From an optimization exercise on the open Yosys and OpenROAD flow, aimed at small area; shortcuts taken in it are not production practice.
Only simulation tests tie the RTL to the original design; equivalence was not proved.
Power is estimated from default activity; no workload was simulated.

File: flow/design.v
`timescale 1ns/10ps
module SpSram #(
  parameter SRAM_DEPTH = 10,
  parameter DATA_WIDTH = 16 ) (
  input                             iClk,      
  input                             iRsn,      
  input                             iCsn,      
  input                             iWrn,      
  input  [log_b2(SRAM_DEPTH-1)-1:0] iAddr,     
  input  [DATA_WIDTH-1:0]           iWrDt,     
  output [DATA_WIDTH-1:0]           oRdDt      
  );
  integer          i;
  reg  [DATA_WIDTH-1:0] rMem[0:SRAM_DEPTH-1];     
  reg  [DATA_WIDTH-1:0] rRdDt;
  function integer log_b2(input integer iDepth);
  begin
    log_b2 = 0;
    while (iDepth)
    begin
      log_b2 = log_b2  + 1;
      iDepth = iDepth >> 1;
    end
  end
  endfunction
  always @(posedge iClk)
  begin
    if (!iRsn)
    begin
      for (i=0 ; i<SRAM_DEPTH ; i=i+1)
      begin
        rMem[i] <= {DATA_WIDTH{1'b0}};
      end
    end
    else if (iCsn == 1'b0 && iWrn == 1'b0)
    begin
      rMem[iAddr] <= iWrDt[DATA_WIDTH-1:0];
    end
  end
  always @(posedge iClk)
  begin
    if (!iRsn)
    begin
      rRdDt <= {DATA_WIDTH{1'b0}};
    end
    else if (iCsn == 1'b0 && iWrn == 1'b1)
    begin
      rRdDt <= rMem[iAddr][DATA_WIDTH-1:0];
    end
  end
  assign oRdDt = rRdDt[DATA_WIDTH-1:0];
endmodule
`timescale 1ns/10ps
module AccessMux_Flex (
  input            iUpdateFlag,
  input  [1:0]     iCurState,
  input            iCsn,
  input            iWrn,
  input  [3:0]     iAddr,
  input            iCsn_Fsm,
  input            iWrn_Fsm,
  input  [3:0]     iAddr_Fsm,
  output            oCsn_Mux,
  output            oWrn_Mux,
  output  [3:0]     oAddr_Mux
  );
  localparam p_Idle   = 2'b00;
  localparam p_Update = 2'b01;
  localparam p_MemRd  = 2'b10;
  assign oCsn_Mux  = (iCurState == p_Update) ? iCsn : iCsn_Fsm;
  assign oWrn_Mux  = (iCurState == p_Update) ? iWrn : iWrn_Fsm;
  assign oAddr_Mux = (iCurState == p_Update) ? iAddr[3:0] : iAddr_Fsm[3:0];
endmodule
`timescale 1ns/10ps
module AddrDecoder_Flex  (
    input       [5:0]           iAddr,
    input                       iCsn,
    input                       iWrn,
    output  wire [3:0]          oAddr,
    output  reg                 oCsn_1,
    output  reg                 oCsn_2,
    output  reg                 oCsn_3,
    output  reg                 oCsn_4,
    output  reg                 oWrn_1,
    output  reg                 oWrn_2,
    output  reg                 oWrn_3,
    output  reg                 oWrn_4
);
always @(*)
begin
    if(iCsn==1)
    begin
            oCsn_1 <= 1'b1;
            oCsn_2 <= 1'b1;
            oCsn_3 <= 1'b1;
            oCsn_4 <= 1'b1;
            oWrn_1 <= 1'b1;
            oWrn_2 <= 1'b1;
            oWrn_3 <= 1'b1;
            oWrn_4 <= 1'b1;      
    end
    else
    begin
        if(iWrn==1)
        begin
            oCsn_1 <= 1'b1;
            oCsn_2 <= 1'b1;
            oCsn_3 <= 1'b1;
            oCsn_4 <= 1'b1;
            oWrn_1 <= 1'b1;
            oWrn_2 <= 1'b1;
            oWrn_3 <= 1'b1;
            oWrn_4 <= 1'b1; 
        end
        else
        begin
            case (iAddr[5:4])
                2'b00 : begin
                    oCsn_1 <= 1'b0;
                    oCsn_2 <= 1'b1;
                    oCsn_3 <= 1'b1;
                    oCsn_4 <= 1'b1;
                    oWrn_1 <= 1'b0;
                    oWrn_2 <= 1'b1;
                    oWrn_3 <= 1'b1;
                    oWrn_4 <= 1'b1;
                end
                2'b01 : begin
                    oCsn_1 <= 1'b1;
                    oCsn_2 <= 1'b0;
                    oCsn_3 <= 1'b1;
                    oCsn_4 <= 1'b1;
                    oWrn_1 <= 1'b1;
                    oWrn_2 <= 1'b0;
                    oWrn_3 <= 1'b1;
                    oWrn_4 <= 1'b1;
                end
                2'b10 : begin
                    oCsn_1 <= 1'b1;
                    oCsn_2 <= 1'b1;
                    oCsn_3 <= 1'b0;
                    oCsn_4 <= 1'b1;
                    oWrn_1 <= 1'b1;
                    oWrn_2 <= 1'b1;
                    oWrn_3 <= 1'b0;
                    oWrn_4 <= 1'b1;
                end
                2'b11 : begin
                    oCsn_1 <= 1'b1;
                    oCsn_2 <= 1'b1;
                    oCsn_3 <= 1'b1;
                    oCsn_4 <= 1'b0;
                    oWrn_1 <= 1'b1;
                    oWrn_2 <= 1'b1;
                    oWrn_3 <= 1'b1;
                    oWrn_4 <= 1'b0;
                end
            endcase
        end
    end
end
assign oAddr = iAddr[3:0];
endmodule
`timescale 1ns/10ps
module Fsm_Flex (
  input                 iClk_12M,       
  input                 iRsn,           
  input                 iEnSample600k,
  input                 iUpdateFlag,    
  output wire           oCsn_Fsm_1,
  output wire           oWrn_Fsm_1,
  output wire           oCsn_Fsm_2,
  output wire           oWrn_Fsm_2,
  output wire           oCsn_Fsm_3,
  output wire           oWrn_Fsm_3,
  output wire           oCsn_Fsm_4,
  output wire           oWrn_Fsm_4,
  output reg  [3:0]     oAddr_Fsm,
  output wire           oEnDelay, 
  output reg [3:0]      oInSel,
  output wire [1:0]     oCurState
  );
  parameter   p_Idle   = 2'b00,
              p_Update = 2'b01,
              p_MemRd  = 2'b10;
  reg    [1:0]     rCurState;      
  reg    [1:0]     rNxtState;      
  wire             wLastRd;
  always @(posedge iClk_12M)
    if (!iRsn)
        rCurState <= p_Idle;
    else if (iEnSample600k == 1'b1)
        rCurState <= rNxtState;
  assign oCurState = rCurState;
  always @(*)
  begin
    case (rCurState)
      p_Idle     :
        if (iUpdateFlag == 1'b1)
          rNxtState <= p_Update;
        else
          rNxtState <= p_Idle;
      p_Update   :
        if (iUpdateFlag == 1'b0)
          rNxtState <= p_MemRd;
        else
          rNxtState <= p_Update;
      p_MemRd  :
        if (iUpdateFlag==1)
          rNxtState <= p_Update;
        else
          rNxtState <= p_MemRd;
      default    :
        rNxtState <= p_Idle;
    endcase
  end
  assign oCsn_Fsm_1 = (rCurState == p_MemRd) ? 1'b0 : 1'b1;     
  assign oCsn_Fsm_2 = (rCurState == p_MemRd) ? 1'b0 : 1'b1;     
  assign oCsn_Fsm_3 = (rCurState == p_MemRd) ? 1'b0 : 1'b1;     
  assign oCsn_Fsm_4 = (rCurState == p_MemRd) ? 1'b0 : 1'b1;     
  assign oEnDelay = (iUpdateFlag == 0) ? iEnSample600k : 1'b0;
  assign oWrn_Fsm_1  = 1'b1;      
  assign oWrn_Fsm_2  = 1'b1;      
  assign oWrn_Fsm_3  = 1'b1;      
  assign oWrn_Fsm_4  = 1'b1;      
  always @(posedge iClk_12M)
  begin
    if (!iRsn)
    begin
      oAddr_Fsm <= 4'b0;
    end
    else if (oEnDelay)
    begin
      oAddr_Fsm <= 4'h0;
    end
    else if (oCsn_Fsm_1 == 1'b0 || oCsn_Fsm_2 == 1'b0 || oCsn_Fsm_3 == 1'b0 || oCsn_Fsm_4 == 1'b0 )
    begin
      if (oAddr_Fsm == 4'b1001)
        oAddr_Fsm <= oAddr_Fsm[3:0];
      else 
        oAddr_Fsm <= oAddr_Fsm[3:0] + 1'b1;
    end
  end
  always @(posedge iClk_12M)
  begin
    if (!iRsn)
      oInSel <= 4'h0;
    else if (oEnDelay == 1'b1)
      oInSel <= 4'h0;
    else
      oInSel <= oAddr_Fsm[3:0];
  end
endmodule
`timescale 1ns/10ps
module FSM_Top_Flex (
  input                         iClk_12M,
  input                         iRsn,
  input                         iEnSample600k,
  input                         iUpdateFlag,
  input         [5:0]           iAddr,
  input                         iCsn,
  input                         iWrn,
  output wire                   oEnDelay,
  output wire   [3:0]           oInSel,
  output wire                    oCsn_Mux_1,
  output wire                    oWrn_Mux_1,
  output wire                    oCsn_Mux_2,
  output wire                    oWrn_Mux_2,
  output wire                    oCsn_Mux_3,
  output wire                    oWrn_Mux_3,
  output wire                    oCsn_Mux_4,
  output wire                    oWrn_Mux_4,
  output wire [3:0]  oAddr_Mux
  );
  wire [3:0]       wAddr;
  wire             wCsn_1;
  wire             wCsn_2;
  wire             wCsn_3;
  wire             wCsn_4;
  wire             wWrn_1;
  wire             wWrn_2;
  wire             wWrn_3;
  wire             wWrn_4;
  wire             wCsn_Fsm_1;
  wire             wCsn_Fsm_2;
  wire             wCsn_Fsm_3;
  wire             wCsn_Fsm_4;
  wire             wWrn_Fsm_1;
  wire             wWrn_Fsm_2;
  wire             wWrn_Fsm_3;
  wire             wWrn_Fsm_4;
  wire [3:0]       wAddr_Fsm;
  wire [1:0]       wCurState;   
  Fsm_Flex inst_Fsm(
    .iClk_12M(iClk_12M),
    .iRsn(iRsn),
    .iEnSample600k(iEnSample600k),
    .iUpdateFlag(iUpdateFlag),
    .oCsn_Fsm_1(wCsn_Fsm_1),
    .oCsn_Fsm_2(wCsn_Fsm_2),
    .oCsn_Fsm_3(wCsn_Fsm_3),
    .oCsn_Fsm_4(wCsn_Fsm_4),
    .oWrn_Fsm_1(wWrn_Fsm_1),
    .oWrn_Fsm_2(wWrn_Fsm_2),
    .oWrn_Fsm_3(wWrn_Fsm_3),
    .oWrn_Fsm_4(wWrn_Fsm_4),
    .oAddr_Fsm(wAddr_Fsm),
    .oEnDelay(oEnDelay),
    .oInSel(oInSel),
    .oCurState(wCurState)
  );
 AddrDecoder_Flex inst_AddrDecoder (
    .iAddr(iAddr),
    .iCsn(iCsn),
    .iWrn(iWrn),
    .oAddr(wAddr),
    .oCsn_1(wCsn_1),
    .oCsn_2(wCsn_2),
    .oCsn_3(wCsn_3),
    .oCsn_4(wCsn_4),
    .oWrn_1(wWrn_1),
    .oWrn_2(wWrn_2),
    .oWrn_3(wWrn_3),
    .oWrn_4(wWrn_4)
 );
 AccessMux_Flex inst_AccessMux_Flex_1 (
    .iUpdateFlag(iUpdateFlag),
    .iCurState(wCurState),
    .iCsn(wCsn_1),
    .iWrn(wWrn_1),
    .iAddr(wAddr),
    .iCsn_Fsm(wCsn_Fsm_1),
    .iWrn_Fsm(wWrn_Fsm_1),
    .iAddr_Fsm(wAddr_Fsm),
    .oCsn_Mux(oCsn_Mux_1),
    .oWrn_Mux(oWrn_Mux_1),
    .oAddr_Mux(oAddr_Mux)
 );
 AccessMux_Flex inst_AccessMux_Flex_2 (
    .iUpdateFlag(iUpdateFlag),
    .iCurState(wCurState),
    .iCsn(wCsn_2),
    .iWrn(wWrn_2),
    .iAddr(wAddr),
    .iCsn_Fsm(wCsn_Fsm_2),
    .iWrn_Fsm(wWrn_Fsm_2),
    .iAddr_Fsm(wAddr_Fsm),
    .oCsn_Mux(oCsn_Mux_2),
    .oWrn_Mux(oWrn_Mux_2),
    .oAddr_Mux()              
 );
AccessMux_Flex inst_AccessMux_Flex_3 (
    .iUpdateFlag(iUpdateFlag),
    .iCurState(wCurState),
    .iCsn(wCsn_3),
    .iWrn(wWrn_3),
    .iAddr(wAddr),
    .iCsn_Fsm(wCsn_Fsm_3),
    .iWrn_Fsm(wWrn_Fsm_3),
    .iAddr_Fsm(wAddr_Fsm),
    .oCsn_Mux(oCsn_Mux_3),
    .oWrn_Mux(oWrn_Mux_3),
    .oAddr_Mux()              
 );
AccessMux_Flex inst_AccessMux_Flex_4 (
    .iUpdateFlag(iUpdateFlag),
    .iCurState(wCurState),
    .iCsn(wCsn_4),
    .iWrn(wWrn_4),
    .iAddr(wAddr),
    .iCsn_Fsm(wCsn_Fsm_4),
    .iWrn_Fsm(wWrn_Fsm_4),
    .iAddr_Fsm(wAddr_Fsm),
    .oCsn_Mux(oCsn_Mux_4),
    .oWrn_Mux(oWrn_Mux_4),
    .oAddr_Mux()              
 );
endmodule
`timescale 1ns/10ps
module DelayChain_Flex (
 input                            iClk,
 input                            iRsn,
 input                            iEnDelay,
 input         [2:0]              iFirIn,
 output reg    [2:0]              oTap_0,
 output reg    [2:0]              oTap_1,
 output reg    [2:0]              oTap_2,
 output reg    [2:0]              oTap_3,
 output reg    [2:0]              oTap_4,
 output reg    [2:0]              oTap_5,
 output reg    [2:0]              oTap_6,
 output reg    [2:0]              oTap_7,
 output reg    [2:0]              oTap_8,
 output reg    [2:0]              oTap_9,
 output wire   [2:0]              oTap
);
assign oTap = oTap_9;
always @(posedge iClk) begin
    if(!iRsn) begin
        oTap_0 <= 3'd0;
        oTap_1 <= 3'd0;
        oTap_2 <= 3'd0;
        oTap_3 <= 3'd0;
        oTap_4 <= 3'd0;
        oTap_5 <= 3'd0;
        oTap_6 <= 3'd0;
        oTap_7 <= 3'd0;
        oTap_8 <= 3'd0;
        oTap_9 <= 3'd0;
    end   
    else begin
        if (iEnDelay) begin 
        oTap_0 <= iFirIn;
        oTap_1 <= oTap_0;
        oTap_2 <= oTap_1;
        oTap_3 <= oTap_2;
        oTap_4 <= oTap_3;
        oTap_5 <= oTap_4;
        oTap_6 <= oTap_5;
        oTap_7 <= oTap_6;
        oTap_8 <= oTap_7;
        oTap_9 <= oTap_8;
        end
    end
end
endmodule
`timescale 1ns/10ps
module DelayMux_Flex (
  input   [3:0]    iInSel,
  input   [2:0]    iTap_0,
  input   [2:0]    iTap_1,
  input   [2:0]    iTap_2,
  input   [2:0]    iTap_3,
  input   [2:0]    iTap_4,
  input   [2:0]    iTap_5,
  input   [2:0]    iTap_6,
  input   [2:0]    iTap_7,
  input   [2:0]    iTap_8,
  input   [2:0]    iTap_9,
  output  [2:0]    oTap_Mux
  );
 assign oTap_Mux = (iInSel == 4'd0) ? iTap_0 :
                  (iInSel == 4'd1) ? iTap_1 :
                  (iInSel == 4'd2) ? iTap_2 :
                  (iInSel == 4'd3) ? iTap_3 :
                  (iInSel == 4'd4) ? iTap_4 :
                  (iInSel == 4'd5) ? iTap_5 :
                  (iInSel == 4'd6) ? iTap_6 :
                  (iInSel == 4'd7) ? iTap_7 :
                  (iInSel == 4'd8) ? iTap_8 :
                  (iInSel == 4'd9) ? iTap_9 :
                  3'b000;
endmodule
`timescale 1ns/10ps
module DelayChainTop_Flex (
  input                     iClk,
  input                     iRsn,
  input                     iEnDelay,
  input      [2:0]          iFirIn,
  input      [3:0]          iInSel,
  output wire [2:0]         oTap_Mux,
  output wire[2:0]          oChain
  );
  wire   [2:0]          wTap_0;
  wire   [2:0]          wTap_1;
  wire   [2:0]          wTap_2;
  wire   [2:0]          wTap_3;
  wire   [2:0]          wTap_4;
  wire   [2:0]          wTap_5;
  wire   [2:0]          wTap_6;
  wire   [2:0]          wTap_7;
  wire   [2:0]          wTap_8;
  wire   [2:0]          wTap_9;
  DelayChain_Flex inst_DelayChain (
    .iClk               (iClk),
    .iRsn               (iRsn),
    .iEnDelay           (iEnDelay),
    .iFirIn             (iFirIn),
    .oTap_0             (wTap_0),
    .oTap_1             (wTap_1),
    .oTap_2             (wTap_2),
    .oTap_3             (wTap_3),
    .oTap_4             (wTap_4),
    .oTap_5             (wTap_5),
    .oTap_6             (wTap_6),
    .oTap_7             (wTap_7),
    .oTap_8             (wTap_8),
    .oTap_9             (wTap_9),
    .oTap               (oChain)    
  );
  DelayMux_Flex inst_DelayMux (
    .iInSel             (iInSel),
    .iTap_0             (wTap_0),
    .iTap_1             (wTap_1),
    .iTap_2             (wTap_2),
    .iTap_3             (wTap_3),
    .iTap_4             (wTap_4),
    .iTap_5             (wTap_5),
    .iTap_6             (wTap_6),
    .iTap_7             (wTap_7),
    .iTap_8             (wTap_8),
    .iTap_9             (wTap_9),
    .oTap_Mux           (oTap_Mux)
  );
endmodule
`timescale 1ns/10ps
module  Multiplier_16x3_Flex (
    input                        iClk_12M,
    input                        iRsn,
    input       [3:0]            iInSel,   
    input       [15:0]           ia,
    input       [2:0]            ib,
    output reg  [15:0]           oMulOut,
    output reg  [3:0]            oInSel
);
wire              [15:0]         abs_a; 
wire              [2:0]          abs_b;
wire                             sBitSum;    
assign  abs_a = (ia[15]==1) ? ~ia + 1'b1 : ia;
assign  abs_b = (ib[2]==1) ? ~ib + 1'b1 : ib;
assign  sBitSum = (ia[15]==ib[2]) ? 1'b0 : 1'b1;
wire    signed    [15:0]         partial_0 = abs_b[0] ? abs_a : 16'b0 ;
wire    signed    [16:0]         partial_1 = abs_b[1] ? (abs_a << 1) : 17'b0;
wire    signed    [17:0]         partial_2 = abs_b[2] ? (abs_a << 2) : 18'b0;  
wire    signed    [18:0]         wSum = partial_0 + partial_1 + partial_2;
wire                             wSatCon;
wire     signed    [15:0]        wSatSum;
assign wSatCon =  (wSum >= 18'b00_0111_1111_1111_1111) ? 1'b1 : 1'b0;
assign wSatSum = (wSatCon == 1'b1 && sBitSum == 0) ? 16'h7FFF : 
                 (wSatCon == 1'b1 && sBitSum == 1) ? 16'h8000 :
                 (wSatCon == 1'b0 && sBitSum == 0) ? wSum : ~wSum + 1'b1;
always @(posedge iClk_12M)
begin
    if (!iRsn)begin
        oMulOut <= 16'h0;
        oInSel <= 4'h0;
    end
    else begin
        oMulOut <= wSatSum[15:0];
        oInSel <= iInSel;
    end
end
endmodule
`timescale 1ns/10ps
module Accumulator_Flex (
  input                 iClk,      
  input                 iRsn,      
  input       [15:0]    iRdDt,
  input       [3:0]     iInSel,
  input                 iEnDelay,    
  output reg  [15:0]    oAccOut
  );
  wire   [15:0]         wAccInA;
  wire   [15:0]         wAccInB;
  wire signed  [20:0]   wAccSum;
  wire                  wSatCon_1;
  wire                  wSatCon_2;
  wire   [15:0]         wAccSumSat;
  reg    [15:0]         rAccDt;
  assign wAccInA = (iInSel == 4'b0000) ? 16'h0 : rAccDt[15:0];
  assign wAccInB = iRdDt[15:0];
  assign wAccSum = {{5{wAccInA[15]}}, wAccInA[15:0]} + {{5{wAccInB[15]}}, wAccInB[15:0]};
  assign wSatCon_1 =  (iInSel==4'b1001) ? (( wAccSum > 20'sb0000_0111_1111_1111_1111 ) ?  1'b1 : 1'b0) : 1'b0;
  assign wSatCon_2 =  (iInSel==4'b1001) ? (( wAccSum < 20'sb1111_1000_0000_0000_0000 ) ?  1'b1 : 1'b0) : 1'b0;
  assign wAccSumSat = (wSatCon_1 == 1'b1) ? 16'h7FFF :
                      (wSatCon_2 == 1'b1) ? 16'h8000 : wAccSum[15:0];
  always @(posedge iClk)
  begin
    if (!iRsn)
      rAccDt <= 16'h0;
    else if (iInSel[3:0] != 4'b1001)
      rAccDt <= wAccSumSat[15:0];
  end
  always @(posedge iClk)
  begin
    if (!iRsn)
      oAccOut <= 16'h0;
    else if (iInSel[3:0]==4'b1001)
      oAccOut <= wAccSumSat[15:0];
  end
endmodule
`timescale 1ns/10ps
module MACTop_Flex (
  input                iClk_12M,       
  input                iRsn,           
  input  [15:0]        iCoeff,
  input  [2:0]         iFIRin,
  input  [3:0]         iInSel,
  input                iEnDelay,
  output wire [15:0]    oMac
  );
  wire   [15:0]        wMulOut;
  wire   [3:0]         wInSel;
  Multiplier_16x3_Flex inst_Multiplier_16x3 (
    .iClk_12M           (iClk_12M),
    .iRsn               (iRsn),
    .ia                 (iCoeff),
    .ib                 (iFIRin),
    .iInSel             (iInSel[3:0]),
    .oInSel             (wInSel[3:0]),
    .oMulOut            (wMulOut[15:0]) 
  );
  Accumulator_Flex inst_Accumulator (
    .iClk               (iClk_12M),
    .iRsn               (iRsn),
    .iRdDt              (wMulOut[15:0]),
    .iInSel             (wInSel[3:0]),
    .iEnDelay           (iEnDelay),
    .oAccOut            (oMac)
  );
endmodule
`timescale 1ns/10ps
module  MacFinalSum_Flex (
input                   iClk_12M,
input                   iRsn,
input                   iEnDelay,
input                   iEnSample_600k,
input       [15:0]      iMac_1,
input       [15:0]      iMac_2,
input       [15:0]      iMac_3,
input       [15:0]      iMac_4,
output  reg [15:0]      oFirOut
);
wire    signed  [17:0]    wMacSum;
wire                      wSatCon_1;
wire                      wSatCon_2;
wire        [15:0]        wMacSumSat;
assign wMacSum = {{2{iMac_1[15]}}, iMac_1} + {{2{iMac_2[15]}}, iMac_2} + {{2{iMac_3[15]}}, iMac_3} + {{2{iMac_4[15]}}, iMac_4};
  assign wSatCon_1 =  (wMacSum >= 18'sb00_0111_1111_1111_1111) ? 1'b1 : 1'b0;
  assign wSatCon_2 =  (wMacSum <= 18'sb11_1000_0000_0000_0000) ? 1'b1 : 1'b0;
  assign wMacSumSat = (wSatCon_1 == 1'b1) ? 16'h7FFF :
                      (wSatCon_2 == 1'b1) ? 16'h8000 : wMacSum[15:0];
always @(posedge iClk_12M)
begin
    if (!iRsn)
        oFirOut <= 16'h0;
    else if (iEnDelay == 1'b1)
        oFirOut <= wMacSumSat[15:0];
end
endmodule
`timescale 1ns/10ps
module Top_FirFilter_Flex (
    input  wire        iClk12M,
    input  wire        iRsn, 
    input  wire        iEnSample600k,
    input  wire        iCoeffUpdateFlag,  
    input  wire        iCsnRam,
    input  wire        iWrnRam,
    input  wire [5:0]  iAddrRam,
    input  wire [15:0] iWrDtRam,
    input  wire [2:0]  iFirIn,
    output wire [15:0] oFirOut
);
    wire        wCsnRam1;
    wire        wWrnRam1;
    wire [3:0]  wAddrRam1;
    wire [15:0] wWtDtRam1;
    wire [15:0] wRdDtRam1;  
    wire        wCsnRam2;
    wire        wWrnRam2;
    wire [3:0]  wAddrRam2;
    wire [15:0] wWtDtRam2;
    wire [15:0] wRdDtRam2;
    wire        wCsnRam3;
    wire        wWrnRam3;
    wire [3:0]  wAddrRam3;
    wire [15:0] wWtDtRam3;
    wire [15:0] wRdDtRam3;
    wire        wCsnRam4;
    wire        wWrnRam4;
    wire [3:0]  wAddrRam4;
    wire [15:0] wWtDtRam4;
    wire [15:0] wRdDtRam4;
    wire        wEnDelay;  
    wire [3:0]  wInSel;    
    wire [2:0]  wDelay1_10;   
    wire [2:0]  wDelay11_20;  
    wire [2:0]  wDelay21_30;  
    wire [2:0]  wDelay31_40;  
    wire [2:0]  wChain_1, wChain_2, wChain_3, wChain_4;
    wire [15:0] wCoeff1_10;
    wire [15:0] wCoeff11_20;
    wire [15:0] wCoeff21_30;
    wire [15:0] wCoeff31_40;
    assign wCoeff1_10  = wRdDtRam1;
    assign wCoeff11_20 = wRdDtRam2;
    assign wCoeff21_30 = wRdDtRam3;
    assign wCoeff31_40 = wRdDtRam4;
    wire [15:0] wMac1;
    wire [15:0] wMac2;
    wire [15:0] wMac3;
    wire [15:0] wMac4;
    assign wWtDtRam1 = iWrDtRam;
    assign wWtDtRam2 = iWrDtRam;
    assign wWtDtRam3 = iWrDtRam;
    assign wWtDtRam4 = iWrDtRam;
    wire [3:0] wAddr_Mux_Shared; 
    assign wAddrRam1 = wAddr_Mux_Shared;
    assign wAddrRam2 = wAddr_Mux_Shared;
    assign wAddrRam3 = wAddr_Mux_Shared;
    assign wAddrRam4 = wAddr_Mux_Shared;
    FSM_Top_Flex inst_FSM_Top (
        .iClk_12M       (iClk12M),
        .iRsn           (iRsn),
        .iEnSample600k  (iEnSample600k),
        .iUpdateFlag    (iCoeffUpdateFlag),
        .iAddr          (iAddrRam),
        .iCsn           (iCsnRam),
        .iWrn           (iWrnRam),
        .oEnDelay       (wEnDelay),
        .oInSel         (wInSel),
        .oAddr_Mux      (wAddr_Mux_Shared),  
        .oCsn_Mux_1(wCsnRam1), .oWrn_Mux_1(wWrnRam1),
        .oCsn_Mux_2(wCsnRam2), .oWrn_Mux_2(wWrnRam2),
        .oCsn_Mux_3(wCsnRam3), .oWrn_Mux_3(wWrnRam3),
        .oCsn_Mux_4(wCsnRam4), .oWrn_Mux_4(wWrnRam4)
    );
    SpSram #(.SRAM_DEPTH(16), .DATA_WIDTH(16)) inst_Sram_1 (
        .iClk(iClk12M), .iRsn(iRsn), 
        .iCsn(wCsnRam1), .iWrn(wWrnRam1), .iAddr(wAddrRam1), 
        .iWrDt(wWtDtRam1), .oRdDt(wRdDtRam1) 
    );
    SpSram #(.SRAM_DEPTH(16), .DATA_WIDTH(16)) inst_Sram_2 (
        .iClk(iClk12M), .iRsn(iRsn), 
        .iCsn(wCsnRam2), .iWrn(wWrnRam2), .iAddr(wAddrRam2), 
        .iWrDt(wWtDtRam2), .oRdDt(wRdDtRam2) 
    );
    SpSram #(.SRAM_DEPTH(16), .DATA_WIDTH(16)) inst_Sram_3 (
        .iClk(iClk12M), .iRsn(iRsn), 
        .iCsn(wCsnRam3), .iWrn(wWrnRam3), .iAddr(wAddrRam3), 
        .iWrDt(wWtDtRam3), .oRdDt(wRdDtRam3) 
    );
    SpSram #(.SRAM_DEPTH(16), .DATA_WIDTH(16)) inst_Sram_4 (
        .iClk(iClk12M), .iRsn(iRsn), 
        .iCsn(wCsnRam4), .iWrn(wWrnRam4), .iAddr(wAddrRam4), 
        .iWrDt(wWtDtRam4), .oRdDt(wRdDtRam4) 
    );
    DelayChainTop_Flex inst_Delay_1 (.iClk(iClk12M), .iRsn(iRsn), .iEnDelay(wEnDelay), .iFirIn(iFirIn),      .iInSel(wInSel), .oTap_Mux(wDelay1_10),  .oChain(wChain_1));
    DelayChainTop_Flex inst_Delay_2 (.iClk(iClk12M), .iRsn(iRsn), .iEnDelay(wEnDelay), .iFirIn(wChain_1),    .iInSel(wInSel), .oTap_Mux(wDelay11_20), .oChain(wChain_2));
    DelayChainTop_Flex inst_Delay_3 (.iClk(iClk12M), .iRsn(iRsn), .iEnDelay(wEnDelay), .iFirIn(wChain_2),    .iInSel(wInSel), .oTap_Mux(wDelay21_30), .oChain(wChain_3));
    DelayChainTop_Flex inst_Delay_4 (.iClk(iClk12M), .iRsn(iRsn), .iEnDelay(wEnDelay), .iFirIn(wChain_3),    .iInSel(wInSel), .oTap_Mux(wDelay31_40), .oChain(wChain_4));
    MACTop_Flex inst_MAC_1 (.iClk_12M(iClk12M), .iRsn(iRsn), .iCoeff(wCoeff1_10),  .iFIRin(wDelay1_10),  .iInSel(wInSel), .iEnDelay(wEnDelay), .oMac(wMac1));
    MACTop_Flex inst_MAC_2 (.iClk_12M(iClk12M), .iRsn(iRsn), .iCoeff(wCoeff11_20), .iFIRin(wDelay11_20), .iInSel(wInSel), .iEnDelay(wEnDelay), .oMac(wMac2));
    MACTop_Flex inst_MAC_3 (.iClk_12M(iClk12M), .iRsn(iRsn), .iCoeff(wCoeff21_30), .iFIRin(wDelay21_30), .iInSel(wInSel), .iEnDelay(wEnDelay), .oMac(wMac3));
    MACTop_Flex inst_MAC_4 (.iClk_12M(iClk12M), .iRsn(iRsn), .iCoeff(wCoeff31_40), .iFIRin(wDelay31_40), .iInSel(wInSel), .iEnDelay(wEnDelay), .oMac(wMac4));
    MacFinalSum_Flex inst_FinalSum (
        .iClk_12M(iClk12M), .iRsn(iRsn), 
        .iEnDelay(wEnDelay), .iEnSample_600k(iEnSample600k),
        .iMac_1(wMac1), .iMac_2(wMac2), .iMac_3(wMac3), .iMac_4(wMac4),
        .oFirOut(oFirOut)
    );
endmodule
File: flow/run.sh
#!/bin/bash
# synth_recipe.tcl (not shown) runs the flow's synth.tcl, then flattens the netlist and writes it again
# the make line also repeats each setting of config.mk as NAME=value (left out here)
make -C /OpenROAD-flow-scripts/flow DESIGN_CONFIG=/design/flow/config.mk WORK_HOME=/design/flow/orfs CLKGATE_MAP_FILE= SYNTH_SCRIPT=/design/flow/synth_recipe.tcl finish
File: flow/config.mk
export PLATFORM = sky130hd
export DESIGN_NAME = Top_FirFilter_Flex
export DESIGN_NICKNAME = Top_FirFilter_Flex
export VERILOG_FILES = /design/flow/design.v
export SDC_FILE = /design/flow/constraint.sdc
export NUM_CORES = 4
export LEC_CHECK = 0
export CAP_MARGIN = 20
export CORE_MARGIN = 2
export CORE_UTILIZATION = 40
export SLEW_MARGIN = 20
File: flow/constraint.sdc
create_clock -name core_clock -period 10.0 [get_ports {iClk12M}]
set_input_delay 2.0000 -clock core_clock [delete_from_list [all_inputs] [get_ports {iClk12M}]]
set_output_delay 2.0000 -clock core_clock [all_outputs]
set_load 0.01 [all_outputs]
==> load_flow_metrics.sql <==
INSERT INTO impl_metrics (metric_group, metric, value, unit) VALUES
('timing', 'ratio_of_final_minimum_period_to_clock_period', '0.847', ''),
('power', 'max-vdd-ir-drop', '0.154', 'mV'),
('global_route', 'globalRouteOverflowTotal', '0', ''),
('critical_path', 'critical_path.slowest_cell', 'sky130_fd_sc_hd__o211ai_1', ''),
('min_path', 'worstHoldPathType', 'reg2reg', ''),
('critical_path', 'maximum_fanout_along_the_worst_path', '28', ''),
('status', 'run_status', 'timing/DRC/antenna clean', ''),
('clock_tree', 'tritoncts_num_sinks', '1430', ''),
('yosys', 'number_of_enable_flip_flop_cells_after_synthesis', '1024', ''),
('yosys', 'synth-simple-area-share', '0.268', ''),
('critical_path', 'worst_ep_required_time', '10610', 'ps'),
('timing', 'timing.final.max_slew_violations', '0', ''),
('yosys', 'netlist_top_cells_count', 'sky130_fd_sc_hd__nand2_1 (1590), sky130_fd_sc_hd__and2_1 (1068), sky130_fd_sc_hd__edfxtp_1 (1024)', ''),
('yosys', 'asyncSetResetFlopFracSynth', '0', ''),
('clock_tree', 'post_cts_buffers', '0', ''),
('global_route', 'first_global_vias', '56674', ''),
('critical_path', 'cp-end-kind', 'flop', ''),
('floorplanning', 'floorplan.rows', '162', ''),
('yosys', 'yosys_register_bits', '1430', ''),
('critical_path', 'setup.worst_path.class', 'reg2reg', ''),
('clock_tree', 'clock_tree.root_cell', 'sky130_fd_sc_hd__clkbuf_16', ''),
('drt', 'drt.antenna.violating_nets', '0', ''),
('drt', 'drt_wl_total', '217000', 'µm'),
('yosys', 'xor_and_xnor_fraction_of_the_mapped_netlist_area', '0.0206', ''),
('yosys', 'synth_area_leaders', 'sky130_fd_sc_hd__edfxtp_1 (39%), sky130_fd_sc_hd__dfxtp_1 (10%), sky130_fd_sc_hd__and2_1 (8.6%)', ''),
('placement', 'gp_congestion', '0.867', ''),
('floorplanning', 'starting_density', '0.401', ''),
('clock_tree', 'count_of_instances_resized_after_the_clock_tree_is_built', '0', ''),
('critical_path', 'critPathLaunchType', 'flop', ''),
('power', 'powerDensity', '153', 'nW/µm²'),
('critical_path', 'cp.arrival', '9080', 'ps'),
('yosys', 'post_synth_mux_area_share', '0.0170', ''),
('critical_path', 'timing.critical_path.slowest_cell_delay', '960', 'ps'),
('yosys', 'compound_cell_area_share_of_the_yosys_netlist', '0.102', ''),
('timing', 'timing.max_slew.rel_slack', '0.220', ''),
('placement', 'port-buffer-count', '46', ''),
('floorplanning', 'fp.dieW', '446', 'µm'),
('yosys', 'post_synth_top_area_share', '0.394', ''),
('drt', 'count_of_tritonroute_iterations_in_the_first_routing_pass', '6', ''),
('yosys', 'synth_most_common_cell', 'sky130_fd_sc_hd__nand2_1', ''),
('placement', 'dpl.hpwl', '136000', 'µm'),
('timing', 'setup-tns-final', '0', 'ps'),
('cells_and_area', 'final_cell_count_no_fill', '10689', ''),
('yosys', 'postSynthNetCount', '8576', ''),
('timing', 'period_needed', '8470', 'ps'),
('global_route', 'maximum_number_of_pins_on_one_net_before_global_route_repair', '170', ''),
('clock_tree', 'clock_tree_buffer_depth', '3', ''),
('clock_tree', 'worstSkewPairLatency', '830', 'ps'),
('clock_tree', 'tritoncts', 'built', ''),
('cells_and_area', 'area_delta_synth_final', '9.99', '%'),
('timing', 'timing.hold.ws', '446', 'ps'),
('yosys', 'synth_area', '78000', 'µm²'),
('drt', 'dr_total_vias', '58794', ''),
('critical_path', 'crit_chain', 'nand2b_1 -> a221oi_1 -> o22ai_1 -> nand2_1 -> clkinv_1 -> ha_1 -> mux2i_1 -> nor2_1 -> fa_1 -> ha_1 -> fa_1 -> a21oi_1 -> o21a_1 -> o21a_1 -> nor2_1 -> o31ai_1 -> mux2i_1 -> nand4b_1 -> o211ai_1 -> o311ai_0', ''),
('floorplanning', 'placeableCoreArea', '194000', 'µm²'),
('floorplanning', 'die_area', '199000', 'µm²'),
('clock_tree', 'htreeDepth', '4', ''),
('clock_tree', 'clk_pin_slew', '60', 'ps'),
('placement', 'post_dp_cell_area', '80500', 'µm²'),
('floorplanning', 'boundaryPins', '47', ''),
('yosys', 'synthesis.area_per_instance', '9.44', 'µm²'),
('global_route', 'grt_first_pass_wirelength', '336000', 'µm'),
('drt', 'initialDrtViolationCount', '5379', ''),
('global_route', 'antenna_found_initial', '4', ''),
('job', 'maxCapViolCount', '0', ''),
('timing', 'setup_repair_after_global_routing_missed_its_margin', 'no', ''),
('yosys', 'synth_cell_types', '106', ''),
('floorplanning', 'die_h', '446', 'µm'),
('timing', 'max_clock_freq', '0.118', 'GHz'),
('cells_and_area', 'stdcell_area', '85800', 'µm²'),
('cells_and_area', 'n_fill_cell', '18251', '');
final timing paths:
check,from,end,slack [ps],cells past startpoint
setup / recovery,inst_FSM_Top.inst_Fsm.oInSel[2],inst_MAC_4.inst_Multiplier_16x3.oMulOut[2],1530,20
setup reg to reg,inst_FSM_Top.inst_Fsm.oInSel[2],inst_MAC_4.inst_Multiplier_16x3.oMulOut[2],1530,20
hold reg to reg,inst_MAC_4.inst_Accumulator.rAccDt[0],inst_MAC_4.inst_Accumulator.rAccDt[0],450,2
hold / removal,inst_MAC_4.inst_Accumulator.rAccDt[0],inst_MAC_4.inst_Accumulator.rAccDt[0],450,2
where the power goes:
| group | total [mW] | switching [mW] | internal (mW) | leakage [nW] |
|---|---|---|---|---|
| Combinational | 0.751 | 0.582 | 0.169 | 16.6 |
| Clock | 5.89 | 2.52 | 3.37 | 2.54 |
| Sequential | 6.52 | 0.0452 | 6.48 | 13.8 |
| Total | 13.2 | 3.14 | 10.0 | 32.9 |
through the flow:
stage | setup slack, ps | utilization
after floorplan | 3610 | -
after global placement | 1570 | 0.414
after detailed placement | 1490 | 0.414
after CTS | 1480 | 0.441
after global routing | 793 | 0.441
final | 1530 | 0.441
routing by layer:
metal | part of all wire | GRT usage | up-vias
li1 | - | - | 28236
met4 | 0.022 | 0.0584 | 4
met3 | 0.058 | 0.0276 | 292
met2 | 0.47 | 0.348 | 1679
met5 | 0.00011 | 0 | -
met1 | 0.45 | 0.304 | 28583
logic make-up after synthesis:
group / count (synthesis)
AOI/OAI and AO/OA: 1159
and+or+nand+nor: 4264
muxes: 126
buffers and inverters: 825
xor gates and xnor gates: 183
adders and majority gates: 280
DFF: 1430
area by class of cell:
cell class | count | area, µm² | area share
diodes | 2 | 5.00 | 0.0000583
inverters | 228 | 863 | 0.0101
clock buffers | 217 | 4390 | 0.0512
repair buffers | 180 | 1450 | 0.0169
clock inverters | 78 | 873 | 0.0102
well taps | 2542 | 3180 | 0.0371
flip-flops and latches | 1430 | 38900 | 0.453
multi-input cells | 6012 | 36100 | 0.421
placed cells by master (no fill, tap or decap), types with 29 or more instances in the layout:
| cell | instances |
|---|---|
| sky130_fd_sc_hd__a211o_1 | 29 |
| sky130_fd_sc_hd__a211oi_1 | 46 |
| sky130_fd_sc_hd__a21o_1 | 42 |
| sky130_fd_sc_hd__a21oi_1 | 312 |
| sky130_fd_sc_hd__a311oi_1 | 135 |
| sky130_fd_sc_hd__a31oi_1 | 82 |
| sky130_fd_sc_hd__and2_1 | 1068 |
| sky130_fd_sc_hd__and3_1 | 107 |
| sky130_fd_sc_hd__buf_4 | 129 |
| sky130_fd_sc_hd__clkbuf_1 | 44 |
| sky130_fd_sc_hd__clkbuf_16 | 164 |
| sky130_fd_sc_hd__clkdlybuf4s50_1 | 29 |
| sky130_fd_sc_hd__clkinv_1 | 39 |
| sky130_fd_sc_hd__dfxtp_1 | 405 |
| sky130_fd_sc_hd__edfxtp_1 | 1024 |
| sky130_fd_sc_hd__fa_1 | 91 |
| sky130_fd_sc_hd__ha_1 | 186 |
| sky130_fd_sc_hd__inv_1 | 221 |
| sky130_fd_sc_hd__mux2i_1 | 107 |
| sky130_fd_sc_hd__nand2_1 | 1590 |
| sky130_fd_sc_hd__nand2b_1 | 41 |
| sky130_fd_sc_hd__nand3_1 | 608 |
| sky130_fd_sc_hd__nand4_1 | 34 |
| sky130_fd_sc_hd__nor2_1 | 435 |
| sky130_fd_sc_hd__nor2b_1 | 97 |
| sky130_fd_sc_hd__nor3_1 | 85 |
| sky130_fd_sc_hd__nor4_1 | 43 |
| sky130_fd_sc_hd__o211ai_1 | 39 |
| sky130_fd_sc_hd__o21a_1 | 44 |
| sky130_fd_sc_hd__o21ai_0 | 109 |
| sky130_fd_sc_hd__o21ai_1 | 65 |
| sky130_fd_sc_hd__or3_1 | 35 |
| sky130_fd_sc_hd__xnor2_1 | 101 |
| sky130_fd_sc_hd__xor2_1 | 81 |
critical path: cells and delay by family, from the launching register on:
kind	cells	cell delay [ps]
buf+inv	1	460
flops	1	830
simple gates	5	1760
compound gates	8	2730
fa+ha+maj	4	1630
mux	2	840
registers in the layout (all words and copies together), names as in the netlist, 16 cells and up:
name and cells:
inst_Sram_1.rMem 256, inst_Sram_2.rMem 256, inst_Sram_3.rMem 256, inst_Sram_4.rMem 256, inst_FinalSum.oFirOut 16, inst_MAC_1.inst_Accumulator.oAccOut 16, inst_MAC_1.inst_Accumulator.rAccDt 16, inst_MAC_1.inst_Multiplier_16x3.oMulOut 16
inst_MAC_2.inst_Accumulator.oAccOut 16, inst_MAC_2.inst_Accumulator.rAccDt 16, inst_MAC_2.inst_Multiplier_16x3.oMulOut 16, inst_MAC_3.inst_Accumulator.oAccOut 16, inst_MAC_3.inst_Accumulator.rAccDt 16, inst_MAC_3.inst_Multiplier_16x3.oMulOut 16, inst_MAC_4.inst_Accumulator.oAccOut 16, inst_MAC_4.inst_Accumulator.rAccDt 16
inst_MAC_4.inst_Multiplier_16x3.oMulOut 16, inst_Sram_1.rRdDt 16, inst_Sram_2.rRdDt 16, inst_Sram_3.rRdDt 16, inst_Sram_4.rRdDt 16

## what the ideal ports hide
How much do the figures lean on ideal ports? The routed layout below was timed once more, with nothing changed but the port constraints.
Step 1 (the two cells are an assumption about what drives the block):
set clk [get_ports {iClk12M}]
set_driving_cell -lib_cell sky130_fd_sc_hd__clkbuf_16 $clk
set_driving_cell -lib_cell sky130_fd_sc_hd__buf_2 [delete_from_list [all_inputs] $clk]
Step 2 moves the port delays by t, midway between the first and last clock arrival at a register: inputs arrive t later, outputs are due t later. That takes back most of the time a late clock gives input paths.
a / b / c = ideal ports / drivers / drivers and shift; a / b = the first two.
t (ns): 0.899
setup slack, ns: 1.526 / 1.526 / 1.526
hold WS [ns]: 0.446 / 0.446 / 0.446
worst setup path after step 2: register to register
worst register clock-pin slew, ns: 0.06 / 0.06
After both steps setup and hold are still met in this run. For this run, drivers alone change the setup slack by 0.000 ns; drivers and shift together by 0.000 ns.
